What follows belongs to an exercise in optimizing a design on an open flow for small area and a short achievable clock period; a production flow would make more cautious choices. The RTL was checked by simulation tests, not by an equivalence proof against the original design. Power figures rest on the tool's default switching activity, not on a simulated workload.

==> inputs of v35 <==
==> flow/design.v <==
module cam_core #(
  parameter DATA_WIDTH = 32,
  parameter ADDR_WIDTH = 5
  ) (
  input  logic                  clk,
  input  logic                  reset,
  input  logic                  cam_we,
  input  logic [ADDR_WIDTH-1:0] cam_addr,
  input  logic [DATA_WIDTH-1:0] cam_data,
  input  logic                  cam_valid,
  input  logic [DATA_WIDTH-1:0] lookup_data,
  output logic [ADDR_WIDTH-1:0] lookup_addr,
  output logic                  lookup_hit
);
  localparam ADDR_DEPTH = 2**ADDR_WIDTH;
  logic [DATA_WIDTH-1:0] lookup_table [ADDR_DEPTH];
  logic [ADDR_DEPTH-1:0] lookup_valid;
  logic [ADDR_DEPTH-1:0] lookup_hit_onehot;
  logic [ADDR_DEPTH-1:0] lookup_hit_bin;
  always_ff @(posedge clk) begin
    if (cam_we) begin
      lookup_table[cam_addr] <= cam_data;
    end
  end
  always_ff @(posedge clk) begin
    if (reset) begin
      lookup_valid <= '0;
    end else if (cam_we) begin
      lookup_valid[cam_addr] <= cam_valid;
    end
  end
  genvar i;
  generate for (i=0; i<ADDR_DEPTH; i++) begin : lookup_gen
    assign lookup_hit_onehot[i] = {lookup_valid[i],lookup_table[i]} == {1'b1,lookup_data};
  end endgenerate
  always_comb begin
    lookup_hit_bin = 0;
    for (int j=0; j<ADDR_DEPTH; j++) begin
      if (lookup_hit_onehot[j]) begin
        lookup_hit_bin |= j[ADDR_DEPTH-1:0];
      end
    end
  end
  always_ff @(posedge clk) begin
    if (reset) begin
      lookup_addr <= '0;
      lookup_hit  <= 1'b0;
    end else begin
      lookup_addr <= lookup_hit_bin;
      lookup_hit  <= |lookup_hit_onehot;
    end
  end
endmodule
==> flow/run.sh <==
#!/bin/bash
# synth_recipe.tcl (not shown) runs the flow's synth.tcl, then flattens the netlist and writes it again
# the make line also repeats each setting of config.mk as NAME=value (left out here)
make -C /OpenROAD-flow-scripts/flow DESIGN_CONFIG=/design/flow/config.mk WORK_HOME=/design/flow/orfs CLKGATE_MAP_FILE= SYNTH_SCRIPT=/design/flow/synth_recipe.tcl finish
==> flow/config.mk <==
export PLATFORM = sky130hd
export DESIGN_NAME = cam_core
export DESIGN_NICKNAME = cam_core
export VERILOG_FILES = /design/flow/design.v
export SDC_FILE = /design/flow/constraint.sdc
export NUM_CORES = 4
export LEC_CHECK = 0
export CAP_MARGIN = 20
export CORE_MARGIN = 2
export CORE_UTILIZATION = 50
export PLACE_DENSITY = 0.65
export SLEW_MARGIN = 20
==> flow/constraint.sdc <==
create_clock -name core_clock -period 3.2 [get_ports {clk}]
set_input_delay 0.6400 -clock core_clock [delete_from_list [all_inputs] [get_ports {clk}]]
set_output_delay 0.6400 -clock core_clock [all_outputs]
set_load 0.01 [all_outputs]
==> v28 (differences from v35) <==
==> flow/design.v, changed modules only <==
module cam_xnor2 (input logic a, b, output logic y);
  assign y = ~(a ^ b);
endmodule
module cam_nand4 (input logic a, b, c, d, output logic y);
  assign y = ~(a & b & c & d);
endmodule
module cam_nand2 (input logic a, b, output logic y);
  assign y = ~(a & b);
endmodule
module cam_nor3 (input logic a, b, c, output logic y);
  assign y = ~(a | b | c);
endmodule
module cam_nor2 (input logic a, b, output logic y);
  assign y = ~(a | b);
endmodule
module cam_or2 (input logic a, b, output logic y);
  assign y = a | b;
endmodule
module cam_and2 (input logic a, b, output logic y);
  assign y = a & b;
endmodule
module cam_dec2 (input logic [1:0] a, output logic [3:0] y);
  always_comb for (int n=0; n<4; n++) y[n] = (a == n);
endmodule
module cam_dec3 (input logic en, input logic [2:0] a, output logic [7:0] y);
  always_comb for (int n=0; n<8; n++) y[n] = en & (a == n);
endmodule
module cam_hold (input logic q, d, we, we_n, output logic y);
  assign y = (we & d) | (we_n & q);
endmodule
module cam_match (
  input  logic [31:0] entry,
  input  logic        off,
  input  logic [31:0] key,
  output logic        miss
);
  logic [31:0] eq;
  logic [7:0]  ne4;
  logic [3:0]  eq8;
  genvar j;
  generate
    for (j=0; j<32; j++) begin : bit_gen
      cam_xnor2 u_x (.a(entry[j]), .b(key[j]), .y(eq[j]));
    end
    for (j=0; j<8; j++) begin : n4_gen
      cam_nand4 u_n (.a(eq[4*j]), .b(eq[4*j+1]), .c(eq[4*j+2]), .d(eq[4*j+3]), .y(ne4[j]));
    end
    for (j=1; j<4; j++) begin : e8_gen
      cam_nor2 u_e (.a(ne4[2*j]), .b(ne4[2*j+1]), .y(eq8[j]));
    end
  endgenerate
  cam_nor3 u_e0 (.a(ne4[0]), .b(ne4[1]), .c(off), .y(eq8[0]));
  cam_nand4 u_m (.a(eq8[0]), .b(eq8[1]), .c(eq8[2]), .d(eq8[3]), .y(miss));
endmodule
module cam_any16 (
  input  logic [15:0] miss,
  output logic        y
);
  logic [3:0] any4;
  logic [1:0] none8;
  genvar j;
  generate
    for (j=0; j<4; j++) begin : a_gen
      cam_nand4 u_a (.a(miss[4*j]), .b(miss[4*j+1]), .c(miss[4*j+2]), .d(miss[4*j+3]), .y(any4[j]));
    end
    for (j=0; j<2; j++) begin : n_gen
      cam_nor2 u_n (.a(any4[2*j]), .b(any4[2*j+1]), .y(none8[j]));
    end
  endgenerate
  cam_nand2 u_y (.a(none8[0]), .b(none8[1]), .y(y));
endmodule
module cam_any32 (
  input  logic [31:0] miss,
  output logic        y
);
  logic [7:0] any4;
  logic [3:0] none8;
  genvar j;
  generate
    for (j=0; j<8; j++) begin : a_gen
      cam_nand4 u_a (.a(miss[4*j]), .b(miss[4*j+1]), .c(miss[4*j+2]), .d(miss[4*j+3]), .y(any4[j]));
    end
    for (j=0; j<4; j++) begin : n_gen
      cam_nor2 u_n (.a(any4[2*j]), .b(any4[2*j+1]), .y(none8[j]));
    end
  endgenerate
  cam_nand4 u_y (.a(none8[0]), .b(none8[1]), .c(none8[2]), .d(none8[3]), .y(y));
endmodule
module cam_core #(
  parameter DATA_WIDTH = 32,
  parameter ADDR_WIDTH = 5
  ) (
  input  logic                  clk,
  input  logic                  reset,
  input  logic                  cam_we,
  input  logic [ADDR_WIDTH-1:0] cam_addr,
  input  logic [DATA_WIDTH-1:0] cam_data,
  input  logic                  cam_valid,
  input  logic [DATA_WIDTH-1:0] lookup_data,
  output logic [ADDR_WIDTH-1:0] lookup_addr,
  output logic                  lookup_hit
);
  localparam ADDR_DEPTH = 2**ADDR_WIDTH;
  logic [DATA_WIDTH-1:0] lookup_table [ADDR_DEPTH];
  logic [ADDR_DEPTH-1:0] lookup_inval;
  logic [ADDR_DEPTH-1:0] lookup_off;
  logic [ADDR_DEPTH-1:0] lookup_miss;
  logic [ADDR_WIDTH-1:0] lookup_addr_d;
  logic                  lookup_hit_d;
  logic [3:0] dec_lo;
  logic [7:0] dec_hi;
  logic [ADDR_DEPTH-1:0] wsel, wsel_n;
  logic cam_valid_n;
  cam_dec2 u_dec_lo (.a(cam_addr[1:0]), .y(dec_lo));
  cam_dec3 u_dec_hi (.en(cam_we), .a(cam_addr[4:2]), .y(dec_hi));
  assign cam_valid_n = ~cam_valid;
  genvar i, k;
  generate for (i=0; i<ADDR_DEPTH; i++) begin : store_gen
    logic [DATA_WIDTH-1:0] nxt;
    logic inval_nxt;
    cam_and2  u_ws  (.a(dec_lo[i%4]), .b(dec_hi[i/4]), .y(wsel[i]));
    cam_nand2 u_wsn (.a(dec_lo[i%4]), .b(dec_hi[i/4]), .y(wsel_n[i]));
    for (k=0; k<DATA_WIDTH; k++) begin : bit_gen
      cam_hold u_h (.q(lookup_table[i][k]), .d(cam_data[k]), .we(wsel[i]), .we_n(wsel_n[i]), .y(nxt[k]));
    end
    always_ff @(posedge clk) begin
      lookup_table[i] <= nxt;
    end
    logic inval_hold;
    cam_hold u_vh (.q(lookup_inval[i]), .d(cam_valid_n), .we(wsel[i]), .we_n(wsel_n[i]), .y(inval_hold));
    cam_or2 u_vr (.a(inval_hold), .b(reset), .y(inval_nxt));
    always_ff @(posedge clk) begin
      lookup_inval[i] <= inval_nxt;
    end
  end endgenerate
  generate for (i=0; i<ADDR_DEPTH; i++) begin : lookup_gen
    cam_or2 u_off (.a(lookup_inval[i]), .b(reset), .y(lookup_off[i]));
    cam_match u_match (
      .entry(lookup_table[i]), .off(lookup_off[i]), .key(lookup_data),
      .miss(lookup_miss[i])
    );
  end endgenerate
  generate for (k=0; k<ADDR_WIDTH; k++) begin : enc_gen
    logic [15:0] sel;
    for (i=0; i<16; i++) begin : sel_gen
      localparam int IDX = ((i >> k) << (k+1)) | (1 << k) | (i & ((1 << k) - 1));
      assign sel[i] = lookup_miss[IDX];
    end
    cam_any16 u_or (.miss(sel), .y(lookup_addr_d[k]));
  end endgenerate
  cam_any32 u_hit (.miss(lookup_miss), .y(lookup_hit_d));
  always_ff @(posedge clk) begin
    lookup_addr <= lookup_addr_d;
    lookup_hit  <= lookup_hit_d;
  end
endmodule
CORE_UTILIZATION = 65   (was 50)
CTS_CLUSTER_DIAMETER = 80   (was unset)
CTS_CLUSTER_SIZE = 25   (was unset)
PLACE_DENSITY = 0.75   (was 0.65)
SETUP_SLACK_MARGIN = 1.6   (was unset)
SYNTH_HIERARCHICAL = 1   (was unset)
==> comparison table <==
metric	v35	v28
Via/cell ratio	6.13	7.24
Final period demand of the worst path	2700 ps	1820 ps
Fin Hold WS	384 ps	266 ps
Synth warnings	1	11
Post-synth EDFFs	1,024	0
Number of multi-input combinational cells	1,601	2,687
Share of the synthesized area in compound gates (AO/OA/AOI/OAI)	0.789%	21.5%
Core Rows	109	94
Sequential cell area	0.0315 mm^2	0.0213 mm^2
Sequential share of power	50.2%	54.2%
Path type of the worst setup path	in2reg	reg2reg
Power per standard cell area	583 mW/mm^2	625 mW/mm^2
Final standard cell area without fillers	0.0528 mm^2	0.0522 mm^2
Worst max-slew margin expressed relative to the limit	25.3%	36.9%
Maximum achievable frequency	371 MHz	550 MHz
Result of the run	no timing/DRC/antenna violations	no timing/DRC/antenna violations
Number of nets in the finished design	3,193	4,351
Post-route non-filler standard cell count	4,377	5,150
Cell variety after synth	47	17
Predominant post-synthesis flop cell	sky130_fd_sc_hd__edfxtp_1	sky130_fd_sc_hd__dfxtp_1

separate check: timing with driven ports:
In the flow no input, the clock included, has a driving cell. The finished layouts below were timed again as built, in two steps.
Step 1, drivers: a clkbuf_16 drives clk and a buf_2 each remaining input, both assumed.
Step 2 adds t to the input delays and takes it off the output delays; t is the mean of the earliest and latest rising clock arrival at the registers after step 1. Input paths then give back, and output paths get back, about the clock's delay inside the block.
Slacks: no drivers / after step 1 / after step 2; pairs: no drivers / after step 1.
run | t (ns) | setup slack, ns | worst setup path at the end
v35 | 0.738 | 0.502 / 0.544 / -0.194 | input to register
v28 | 0.714 | 1.382 / 1.346 / 0.676 | input to register
Met with ideal ports but missed after step 2: setup timing in v35. For v28, which loses most, drivers alone change the setup slack by -0.036 ns; drivers and shift together by -0.706 ns.
